Context: an optimization exercise on an open-source flow, tuned for small area, a short achievable clock period and few clock cycles. The choices shown serve that exercise and are no tape-out recipe. The RTL of this run was laid out without a check of its function. Power and IR drop assume default switching activity.

==> flow/design.v <==
module PE (
    input  wire        clk,
    input  wire        first,      
    input  wire [7:0]  a,
    input  wire [7:0]  b,
    output reg  [31:0] acc
  );
  reg signed [15:0] prod;
  always @(posedge clk)
  begin
    prod <= $signed(a) * $signed(b);
    acc  <= (first ? 32'd0 : acc) + {{16{prod[15]}}, prod};
  end
endmodule
module systolic_array_4x8 (
  input  wire         clk,
  input  wire         first,
  input  wire [31:0]  a_bus,    
  input  wire [63:0]  b_bus,    
  input  wire [2:0]   wsel,     
  output reg  [127:0] c_row
  );
  wire [31:0] acc [0:31];
  genvar r, c;
  generate
    for (r = 0; r < 4; r = r + 1) begin : g_row
      for (c = 0; c < 8; c = c + 1) begin : g_col
        PE pe (.clk(clk), .first(first),
               .a(a_bus[31-8*r -: 8]), .b(b_bus[63-8*c -: 8]),
               .acc(acc[r*8+c]));
      end
    end
  endgenerate
  always @*
  begin
    c_row = { acc[{wsel, 2'd0}], acc[{wsel, 2'd1}], acc[{wsel, 2'd2}], acc[{wsel, 2'd3}] };
  end
endmodule
module TPU(
    input         clk,
    input         rst_n,
    input         in_valid,
    input  [15:0] K,
    input  [7:0]  M,
    input  [7:0]  N,
    output reg    busy,
    output        A_wr_en,
    output [15:0] A_index,
    output [31:0] A_data_in,
    input  [31:0] A_data_out,
    output        B_wr_en,
    output [15:0] B_index0,
    output [15:0] B_index1,
    output [31:0] B_data_in,
    input  [31:0] B_data_out0,
    input  [31:0] B_data_out1,
    output        C_wr_en,
    output [15:0] C_index,
    output [127:0] C_data_in,
    input  [127:0] C_data_out
  );
  assign A_wr_en   = 1'b0;
  assign B_wr_en   = 1'b0;
  assign A_data_in = 32'd0;
  assign B_data_in = 32'd0;
  wire [7:0]  M_s = {M[7:1], M[0] | ~|M[7:1]};
  wire [7:0]  N_s = {N[7:1], N[0] | ~|N[7:1]};
  wire [15:0] K_s = {K[15:1], K[0] | ~|K[15:1]};
  reg [7:0]  Mr, Nr;
  reg [15:0] Kr;
  reg [7:0]  blkN;         
  reg [15:0] Kp1, K1m;     
  reg        run;          
  reg [15:0] krem;         
  reg [2:0]  bub;          
  reg        tfirst;       
  reg        jfirst;       
  reg        newcol;       
  reg [7:0]  i_rm, i_cn;   
  reg [15:0] a_idx, b_idx0, b_idx1;
  reg        v0, f0, l0;
  reg [7:0]  mask0;
  assign A_index  = a_idx;
  assign B_index0 = b_idx0;
  assign B_index1 = b_idx1;
  wire [2:0] i_mq1 = (i_rm >= 8'd4) ? 3'd3 : (i_rm[2:0] - 3'd1);    
  wire       i_h2  = (i_cn > 8'd4);
  wire [2:0] i_w1  = i_h2 ? {i_mq1[1:0], 1'b1} : i_mq1;              
  wire [7:0] i_mask;
  genvar gi;
  generate
    for (gi = 0; gi < 8; gi = gi + 1) begin : g_mask
      assign i_mask[7-gi] = (i_cn > gi);
    end
  endgenerate
  wire        slot    = run && (bub == 3'd0);
  wire        lastk   = (krem == 16'd1);
  wire [15:0] b_step  = tfirst ? (newcol ? Kp1 : K1m) : 16'd1;
  always @(posedge clk)
  begin
    if (slot)
    begin
      if (jfirst)
      begin
        a_idx  <= 16'd0;
        b_idx0 <= 16'd0;
        b_idx1 <= Kr;
      end
      else
      begin
        a_idx  <= (tfirst && newcol) ? 16'd0 : a_idx + 16'd1;
        b_idx0 <= b_idx0 + b_step;
        b_idx1 <= b_idx1 + b_step;
      end
      mask0 <= i_mask;
    end
  end
  always @(posedge clk or negedge rst_n)
  begin
    if (!rst_n)
    begin
      run <= 1'b0;
      krem <= 16'd0;
      bub <= 3'd0;
      tfirst <= 1'b0;
      jfirst <= 1'b0;
      newcol <= 1'b0;
      i_rm <= 8'd0;
      i_cn <= 8'd0;
      v0 <= 1'b0;
      f0 <= 1'b0;
      l0 <= 1'b0;
    end
    else
    begin
      v0 <= slot;
      f0 <= slot && tfirst;
      l0 <= slot && lastk;
      if (in_valid && !busy)
      begin
        run    <= 1'b1;
        krem   <= K_s;
        bub    <= 3'd0;
        tfirst <= 1'b1;
        jfirst <= 1'b1;
        newcol <= 1'b1;
        i_rm   <= M_s;
        i_cn   <= N_s;
      end
      else if (run)
      begin
        if (bub != 3'd0)
          bub <= bub - 3'd1;
        else
        begin
          tfirst <= 1'b0;
          jfirst <= 1'b0;
          if (lastk)
          begin
            krem   <= Kr;
            tfirst <= 1'b1;
            bub    <= i_w1;
            if (i_rm > 8'd4)
            begin
              i_rm   <= i_rm - 8'd4;
              newcol <= 1'b0;
            end
            else
            begin
              i_rm   <= Mr;
              i_cn   <= i_cn - 8'd8;
              newcol <= 1'b1;
              if (i_cn <= 8'd8)
                run <= 1'b0;
            end
          end
          else
            krem <= krem - 16'd1;
        end
      end
    end
  end
  reg [31:0] a_reg;
  reg [63:0] b_reg;
  reg        f1, l1, f2, l2;
  integer j;
  always @(posedge clk)
  begin
    a_reg <= A_data_out;
    for (j = 0; j < 4; j = j + 1)
    begin
      b_reg[63-8*j -: 8] <= (v0 && mask0[7-j]) ? B_data_out0[31-8*j -: 8] : 8'd0;
      b_reg[31-8*j -: 8] <= (v0 && mask0[3-j]) ? B_data_out1[31-8*j -: 8] : 8'd0;
    end
  end
  always @(posedge clk or negedge rst_n)
  begin
    if (!rst_n)
    begin
      f1 <= 1'b0;
      l1 <= 1'b0;
      f2 <= 1'b0;
      l2 <= 1'b0;
    end
    else
    begin
      f1 <= f0;
      l1 <= l0;
      f2 <= f1;
      l2 <= l1;
    end
  end
  reg  [2:0]   wsel;
  wire [127:0] c_row;
  systolic_array_4x8 SA (
    .clk  (clk),
    .first(f2),
    .a_bus(a_reg),
    .b_bus(b_reg),
    .wsel (wsel),
    .c_row(c_row)
  );
  reg         w_act;        
  reg  [1:0]  w_r;
  reg         w_h;
  reg  [15:0] w_ptr;        
  reg  [7:0]  w_colbase;    
  reg  [7:0]  w_rm, w_cn;
  reg         fin;
  reg         c_wr_en_r;
  reg  [15:0] c_idx_r;
  reg  [127:0] c_din_r;
  assign C_wr_en   = c_wr_en_r;
  assign C_index   = c_idx_r;
  assign C_data_in = c_din_r;
  wire w_h2     = (w_cn > 8'd4);
  wire w_rowend = !w_h2 || w_h;
  wire w_last_r = (w_r == 2'd3) || ((w_rm <= 8'd4) && ({6'd0, w_r} + 8'd1 == w_rm));
  always @*
    wsel = {w_r, w_h};
  always @(posedge clk)
  begin
    c_din_r <= c_row;
    c_idx_r <= w_ptr + {15'd0, w_h};
  end
  always @(posedge clk or negedge rst_n)
  begin
    if (!rst_n)
    begin
      busy <= 1'b0;
      Mr <= 8'd0;
      Nr <= 8'd0;
      Kr <= 16'd0;
      blkN <= 8'd0;
      Kp1 <= 16'd0;
      K1m <= 16'd0;
      w_act <= 1'b0;
      w_r <= 2'd0;
      w_h <= 1'b0;
      w_ptr <= 16'd0;
      w_colbase <= 8'd0;
      w_rm <= 8'd0;
      w_cn <= 8'd0;
      fin <= 1'b0;
      c_wr_en_r <= 1'b0;
    end
    else
    begin
      blkN <= (Nr + 8'd3) >> 2;
      Kp1  <= Kr + 16'd1;
      K1m  <= 16'd1 - Kr;
      c_wr_en_r <= w_act;
      fin <= 1'b0;
      if (in_valid && !busy)
      begin
        busy <= 1'b1;
        Mr <= M_s;
        Nr <= N_s;
        Kr <= K_s;
        w_ptr <= 16'd0;
        w_colbase <= 8'd0;
        w_rm <= M_s;
        w_cn <= N_s;
      end
      else if (fin)
        busy <= 1'b0;
      if (w_act)
      begin
        if (!w_rowend)
          w_h <= 1'b1;
        else
        begin
          w_h <= 1'b0;
          if (!w_last_r)
          begin
            w_r   <= w_r + 2'd1;
            w_ptr <= w_ptr + {8'd0, blkN};
          end
          else
          begin
            w_act <= 1'b0;
            if (w_rm > 8'd4)
            begin
              w_rm  <= w_rm - 8'd4;
              w_ptr <= w_ptr + {8'd0, blkN};
            end
            else
            begin
              w_rm <= Mr;
              w_cn <= w_cn - 8'd8;
              w_colbase <= w_colbase + 8'd2;
              w_ptr <= {8'd0, w_colbase} + 16'd2;
              if (w_cn <= 8'd8)
                fin <= 1'b1;
            end
          end
        end
      end
      if (l2)
      begin
        w_act <= 1'b1;
        w_r   <= 2'd0;
        w_h   <= 1'b0;
      end
    end
  end
endmodule
==> flow/run.sh <==
#!/bin/bash
# synth_recipe.tcl (not shown) runs the flow's synth.tcl, then flattens the netlist and writes it again
# the make line also repeats each setting of config.mk as NAME=value (left out here)
make -C /OpenROAD-flow-scripts/flow DESIGN_CONFIG=/design/flow/config.mk WORK_HOME=/design/flow/orfs CLKGATE_MAP_FILE= SYNTH_SCRIPT=/design/flow/synth_recipe.tcl finish
==> flow/config.mk <==
export PLATFORM = sky130hd
export DESIGN_NAME = TPU
export DESIGN_NICKNAME = TPU
export VERILOG_FILES = /design/flow/design.v
export SDC_FILE = /design/flow/constraint.sdc
export NUM_CORES = 4
export LEC_CHECK = 0
export CAP_MARGIN = 20
export CORE_MARGIN = 2
export CORE_UTILIZATION = 40
export SLEW_MARGIN = 20
==> flow/constraint.sdc <==
create_clock -name core_clock -period 10.0 [get_ports {clk}]
set_input_delay 2.0000 -clock core_clock [delete_from_list [all_inputs] [get_ports {clk}]]
set_output_delay 2.0000 -clock core_clock [all_outputs]
set_load 0.01 [all_outputs]
==> notes.md <==
cell usage after synthesis (69+ instances only):
cell | instances | area, um^2
nand2_1 | 1235 | 4640
dfrtp_1 | 162 | 4050
a21boi_0 | 97 | 728
mux2i_1 | 101 | 1010
dfxtp_1 | 1776 | 35600
nand4_1 | 103 | 644
o21a_1 | 139 | 1040
xnor2_1 | 1170 | 10200
and2_1 | 1374 | 8600
and3_1 | 154 | 963
a211oi_1 | 103 | 773
inv_1 | 3086 | 11600
nand3_1 | 253 | 1270
nor2_1 | 1116 | 4190
clkbuf_1 | 724 | 2720
nand2b_1 | 281 | 1760
mux2_2 | 82 | 923
nor3_1 | 228 | 1140
o21bai_1 | 160 | 1200
a21oi_1 | 1143 | 5720
ha_1 | 1976 | 24700
fa_1 | 1795 | 35900
mux4_2 | 112 | 2520
a31oi_1 | 95 | 594
xor2_1 | 301 | 2640
o211ai_1 | 69 | 518
a21o_1 | 536 | 4020
nor2b_1 | 1249 | 7810
o21ai_0 | 757 | 3790
cell families after synthesis:
logic type	Yosys count	share of synthesized area
other cells	1	0.0000197
simple gates	6186	0.170
buf+inv	3950	0.0794
compound gates	3670	0.123
mux	295	0.0234
fa+ha+maj	3771	0.319
flops	1994	0.217
xor+xnor	1471	0.0678
metrics by stage:
step | instances | total power, mW | hold slack [ns] | instance area (um^2) | setup WS (ns)
finish | 27800 | 50.9 | 0.343 | 208000 | 3.70
floorplan | 21400 | 33.7 | 0.331 | 190000 | 5.37
CTS | 27700 | 51.1 | 0.343 | 208000 | 3.74
global placement | 27300 | 40.4 | 0.332 | 199000 | 3.84
global route | 27700 | 55.1 | 0.355 | 208000 | 3.23
detailed placement | 27300 | 40.8 | 0.337 | 199000 | 3.80
worst register-to-register path, stage by stage, from the launching register on:
cell and delay, ns:
dfxtp_4 0.82, buf_4 0.70, nand2_1 0.22, fa_1 0.48, fa_1 0.49, inv_1 0.05
fa_1 0.52, inv_1 0.05, fa_1 0.49, inv_1 0.05, ha_1 0.30, inv_1 0.07
o21ai_0 0.10, a21oi_1 0.23, o21ai_0 0.14, a21oi_1 0.24, o21ai_0 0.19, nor4_1 0.20
nor3_1 0.10, xnor2_1 0.66
power by group through the flow:
stage | logic, mW | registers (mW) | clock network, mW
2_1_floorplan | 20.9 | 12.7 | 0
3_3_place_gp | 26.3 | 14.1 | 0
3_5_place_dp | 26.7 | 14.1 | 0
4_1_cts | 26.9 | 14.0 | 10.2
5_1_grt | 30.3 | 14.2 | 10.5
6_report | 27.0 | 13.9 | 9.96
per-layer routing:
| metal | routed length, um | track usage | part of all wire | vias to the layer above |
|---|---|---|---|---|
| met1 | 251000 | 0.309 | 0.46 | 69800 |
| li1 | - | - | - | 69400 |
| met5 | 492 | 0 | 0.00090 | - |
| met2 | 248000 | 0.367 | 0.45 | 3289 |
| met3 | 31800 | 0.0358 | 0.058 | 760 |
| met4 | 18000 | 0.0662 | 0.033 | 78 |
final cells by class:
| type | count | area, um^2 | area share |
|---|---|---|---|
| timing repair buffer | 474 | 4470 | 0.0214 |
| antenna | 24 | 60.1 | 0.000288 |
| multi-input combinational | 15500 | 134000 | 0.643 |
| clock inverter | 119 | 1490 | 0.00714 |
| sequential | 1994 | 41400 | 0.199 |
| clock buffer | 360 | 7520 | 0.0361 |
| inverter | 3088 | 11600 | 0.0556 |
| tap | 6247 | 7820 | 0.0375 |
path summary, 6_finish.rpt:
check	startpoint	endpoint	slack, ns
min in group asynchronous	rst_n	w_ptr[15]	0.96
worst max register to register	a_reg[28]	SA.g_row[0].g_col[3].pe.prod[15]	3.70
max in group asynchronous	rst_n	v0	7.72
worst max-delay path	a_reg[28]	SA.g_row[0].g_col[3].pe.prod[15]	3.70
worst min-delay path	f0	f1	0.34
worst min register to register	f0	f1	0.34
==> metrics.md <==
| Metric | Value |
|---|---|
| Sequential share of the synthesized area | `0.217` |
| Post-CTS setup repair buffer count | `0` |
| Via density | `5.16` |
| Via Count | `about 140k` |
| CTS Buffer Depth | `4` |
| Worst Path Buf+Inv | `5` |
| Initial DRC Count | `roughly 9200` |
| Reg power frac | `0.274` |
| Peak VDD IR | `about 0.00015 V` |
| CP max stage delay | `0.82 ns` |
| Reg2reg path depth | `19` |
| RSZ-0062 raised after global routing | `false` |
| Largest net degree at the start of global routing | `181` |
| H-tree depth | `5` |
| Clock network fraction of total power | `0.196` |
| Fin crit period | `about 6.3 ns` |
| Fmax | `about 160 MHz` |
| Cell Int Power | `29.4 mW` |
| Max FFs per register | `1024` |
| Crit-path slowest cell | `dfxtp_4` |
| Ratio of cells with drive above 1 in the final layout | `0.0433` |
| Synth Warn # | `3` |
| Biggest regs | `SA.g_row.g_col.pe.acc (1024), SA.g_row.g_col.pe.prod (512), c_din_r (128)` |
| WP data arrival | `roughly 7.1 ns` |
| Post-synthesis cell area | `190000 um^2` |
| Syn_area_per_cell | `between 8 and 9 um^2` |
| WP data required | `~11 ns` |
| CP Cell Sequence | `buf_4 > nand2_1 > fa_1 > fa_1 > inv_1 > fa_1 > inv_1 > fa_1 > inv_1 > ha_1 > inv_1 > o21ai_0 > a21oi_1 > o21ai_0 > a21oi_1 > o21ai_0 > nor4_1 > nor3_1 > xnor2_1` |
| Width of the die | `just under 700 um` |
| CP Capture Type | `flip-flop` |
| Post-synth EDFFs | `56` |
| Max-cap violations | `0` |
| ANT nets after route | `0` |
| Ys flop type | `dfxtp_1` |
| Die Y-Extent | `around 700 um` |
| Worst-margin pin slew | `about 1.1 ns` |
| Final Setup Violations | `0` |
| Hold-fix buffers, CTS | `0` |
| Netlist cell types | `103` |
| Logic pwr share | `0.530` |
| CTS tree | `done` |
| Pre-antenna DRT Iters | `7` |
| Port bufs | `about 320` |
| Root Buffer | `clkbuf_16` |
| Register with the most flip-flops | `SA.g_row.g_col.pe.acc` |
| Syn-to-layout area delta | `9.67%` |
| Fin. max-slew vios | `0` |
| Hold WC Path Type | `reg2reg` |
| Cells after Synth | `about 21000` |
| NetSw | `roughly 21 mW` |
| Drt wl/cell | `between 15 and 20 um` |
| Most frequent cells in the layout | `inv_1, ha_1, fa_1` |
| # DRC | `0` |
| Final HPWL DP | `413 mm` |
| Placer Congestion | `around 0.90` |
| Max FO, Critical Path | `40` |
| Final period utilization | `0.630` |
| Number of cells on the critical path | `19` |
| CTS-repair resized insts | `0` |
| Type of origin of the critical path | `flip-flop` |
| Clk pin slew, worst setup/hold paths | `approximately 0.060 ns` |
| Register bit total from synthesis | `around 2000` |
| Core Area | `between 400000 and 500000 um^2` |
| Row count | `~250` |
| Final Hold Vio Count | `0` |
| Total wire length | `between 500 and 600 mm` |
| Delay-heaviest family, CP | `adder cells` |
| Hold path cells | `0` |
| Sink Count | `1994` |
| Clock skew | `between 0.07 and 0.08 ns` |
| P per Cell Area | `roughly 240 nW/um^2` |
| Final core utilization | `0.440` |
| Final nets | `~25000` |
| Vias in the first global route | `about 140k` |
| Setup TNS | `0 ns` |
| Status | `no timing/DRC/antenna violations` |
| First-pass GRT wire length | `843 mm` |
| Initial antenna violation count | `about 110` |
| Async set-reset flop share out of synthesis | `0.0812` |
| FILL cells | `around 46000` |
| GRT Total Usage | `0.226` |
| Clk Latency, worst-skew pair | `0.98 ns` |
| Die ar. | `between 400000 and 500000 um^2` |
| I/O pin count | `just over 500` |
| CTS buffer count | `between 200 and 300` |
| Gr ovfl total | `0` |
| P_leak | `about 100 nW` |
| Worst setup path category | `reg2reg` |
| Initial Util | `0.401` |
| Switching Share | `0.422` |
| Commonest non-fill, non-tap cell in the layout | `inv_1` |
| Worst slew margin | `0.249` |

## separate check: timing with driven ports
Ports are ideal in the flow. The routed layout listed here was re-timed in OpenROAD. Step 1: set_driving_cell puts a clkbuf_16 on clk and a buf_2 on each other input, an assumption about the parent block. Step 2 times the ports against the registers' clock, not the clock port: input delays grow and output delays shrink by t, the midpoint of the rising clock arrivals with the driver on. Slacks: ideal ports / drivers / drivers and shift; pairs: ideal ports / drivers.
t (ns): 1.057
slack for setup (ns): 3.703 / 3.703 / 3.703
worst setup path after step 2: register to register
clock arrival spread, ns: 0.080 / 0.080
slew at the worst register clock pin (ns): 0.06 / 0.06
After both steps setup and hold are still met in this run. For this run, drivers alone change the setup slack by 0.000 ns; drivers and shift together by 0.000 ns.
